Source: an optimization exercise on an open RTL-to-GDS flow (aim: small area and a short achievable clock period). Production flows keep margins and buffers that such runs may drop.
Power is estimated from default activity; no workload was simulated.

## run 1
Design float_addsub, start of the top module:
module float_addsub(
	input wire clk,
	input wire [31:0] v1,
	input wire [31:0] v2,
	input wire op,
	output wire [31:0] vres
);
	wire        s1 = v1[31];
	wire        s2 = v2[31] ^ op;
	wire [7:0]  e1 = v1[30:23];
	wire [7:0]  e2 = v2[30:23];
	wire        sub = s1 ^ s2;
	wire [30:0] bg = v1[30:0] & ~v2[30:0];
	wire [30:0] be = ~(v1[30:0] ^ v2[30:0]);
	function automatic [1:0] cmpc(input [1:0] hi, input [1:0] lo);  
		cmpc = {hi[1] | (hi[0] & lo[1]), hi[0] & lo[0]};
	endfunction
	function automatic [1:0] cmp8(input [7:0] g, input [7:0] e);
		reg [1:0] a0, a1, a2, a3, b0, b1;
		begin
			a0 = cmpc({g[1], e[1]}, {g[0], e[0]});
			a1 = cmpc({g[3], e[3]}, {g[2], e[2]});
			a2 = cmpc({g[5], e[5]}, {g[4], e[4]});
			a3 = cmpc({g[7], e[7]}, {g[6], e[6]});
			b0 = cmpc(a1, a0);
			b1 = cmpc(a3, a2);
			cmp8 = cmpc(b1, b0);
		end
	endfunction
	wire [1:0] ce  = cmp8(bg[30:23], be[30:23]);
	wire [1:0] cf2 = cmp8(bg[22:15], be[22:15]);
	wire [1:0] cf1 = cmp8(bg[14:7], be[14:7]);
	wire [1:0] cf0 = cmp8({bg[6:0], 1'b0}, {be[6:0], 1'b1});
	wire [1:0] cf  = cmpc(cf2, cmpc(cf1, cf0));
	wire        gt = ce[1] | (ce[0] & cf[1]);    
	wire        eq = ce[0] & cf[0];
	wire [7:0]  d12, d21;
	wire        c12;
  ...
For scale: ~1,200 cells after synthesis, about 340 flip-flops, about 98 I/O pins, about 0.013 mm2 of cells after synthesis.
export LEC_CHECK = 0
export CAP_MARGIN = 20
export CORE_MARGIN = 2
export CORE_UTILIZATION = 60
export CTS_BUF_LIST = sky130_fd_sc_hd__clkbuf_16
export CTS_CLUSTER_DIAMETER = 100
export CTS_CLUSTER_SIZE = 30
export PLACE_DENSITY = 0.72
export SETUP_SLACK_MARGIN = 1.9
export SLEW_MARGIN = 20
create_clock -name core_clock -period 4.0 [get_ports {clk}]
standard.sh (not shown) runs the stock make flow with config.mk's settings and CLKGATE_MAP_FILE= SYNTH_SCRIPT=/design/flow/synth_recipe.tcl, a recipe that flattens the netlist after the stock synthesis.
==> flow/flow/run.sh <==
#!/bin/bash
set -euo pipefail
export BUFFER_PORTS_ARGS="-buffer_cell sky130_fd_sc_hd__buf_1"
bash standard.sh > standard_flow.log 2>&1
Relative to run 1, the following input files were edited for run 2:
# run 1
export LEC_CHECK = 0
export CAP_MARGIN = 20
export CORE_MARGIN = 2
export CORE_UTILIZATION = 60
export CTS_BUF_LIST = sky130_fd_sc_hd__clkbuf_16
export CTS_CLUSTER_DIAMETER = 100
export CTS_CLUSTER_SIZE = 30
export PLACE_DENSITY = 0.72
export SETUP_SLACK_MARGIN = 1.9
export SLEW_MARGIN = 20
create_clock -name core_clock -period 4.0 [get_ports {clk}]
# run 2
export LEC_CHECK = 0
export ABC_CLOCK_PERIOD_IN_PS = 1500
export CAP_MARGIN = 20
export CORE_MARGIN = 2
export CORE_UTILIZATION = 60
export CTS_BUF_LIST = sky130_fd_sc_hd__clkbuf_16
export CTS_CLUSTER_DIAMETER = 100
export CTS_CLUSTER_SIZE = 30
export SETUP_SLACK_MARGIN = 1.9
export SLEW_MARGIN = 20
create_clock -name core_clock -period 4.0 [get_ports {clk}]
==> run notes <==
Looking at startpoint of the worst setup timing path, the v2[29] result is from run 1; the v2[23] one comes from run 2.
Between run 2 and run 1, the difference in cell count is negligible.
Lower sequential share of layout area was reported by run 1, not run 2.
On power share of the sequential group, run 2 and run 1 are basically level.
> inputs changed (run 2 -> run 3)
# run 2
export LEC_CHECK = 0
export ABC_CLOCK_PERIOD_IN_PS = 1500
export CAP_MARGIN = 20
export CORE_MARGIN = 2
export CORE_UTILIZATION = 60
export CTS_BUF_LIST = sky130_fd_sc_hd__clkbuf_16
export CTS_CLUSTER_DIAMETER = 100
export CTS_CLUSTER_SIZE = 30
export SETUP_SLACK_MARGIN = 1.9
export SLEW_MARGIN = 20
create_clock -name core_clock -period 4.0 [get_ports {clk}]
# run 3
export LEC_CHECK = 0
export ABC_CLOCK_PERIOD_IN_PS = 1800
export CAP_MARGIN = 20
export CORE_MARGIN = 2
export CORE_UTILIZATION = 60
export CTS_BUF_LIST = sky130_fd_sc_hd__clkbuf_16
export CTS_CLUSTER_DIAMETER = 100
export CTS_CLUSTER_SIZE = 30
export SETUP_SLACK_MARGIN = 1.9
export SLEW_MARGIN = 20
create_clock -name core_clock -period 4.0 [get_ports {clk}]
Results
As far as synthesized cell count is concerned, run 2 and run 3 perform about the same. Run 3 -> run 2: number of DRC violations after detailed routing delta 0, exact match. As far as fraction of power spent switching nets goes, run 2 and run 3 are indistinguishable; the numbers are identical. Delta (run 3 minus run 2): mux contribution to synthesized area about even, number of port buffers about even, number of levels in the clock H-tree about even, non-clock buffer total of the final layout about even, net total in the final layout about even. As far as register area share after synthesis goes, run 3 and run 2 are indistinguishable; the numbers are identical. Reported for run 3 and run 2, achievable clock frequency turned out identical to the last digit. First-pass iteration count of the detailed router came out exactly the same in run 3 and run 2.
Function was not checked in any run of this note: the RTL went through the layout flow alone.

## static timing again, ports no longer ideal
Ports are ideal in the flow. The routed layouts listed here were re-timed in OpenROAD.
Step 1 sets driving cells, clkbuf_16 on the clock port and buf_2 on the other inputs (assumed; they add their load-dependent delay and slew).
Step 2 moves the port delays by t, midway between the first and last clock arrival at a register: inputs arrive t later, outputs are due t later. That takes back most of the time a late clock gives input paths.
Three values: no drivers, after step 1, after step 2; two values: the first two.
run | t (ns) | setup slack, ns | worst setup path at the end | latest minus earliest clock arrival (ns)
run 1 | 0.538 | 1.955 / 1.963 / 1.426 | input to register | 0.028 / 0.029
run 2 | 0.536 | 1.931 / 1.915 / 1.379 | input to register | 0.030 / 0.029
run 3 | 0.536 | 1.931 / 1.915 / 1.379 | input to register | 0.030 / 0.029
After both steps setup and hold are still met in every run listed.
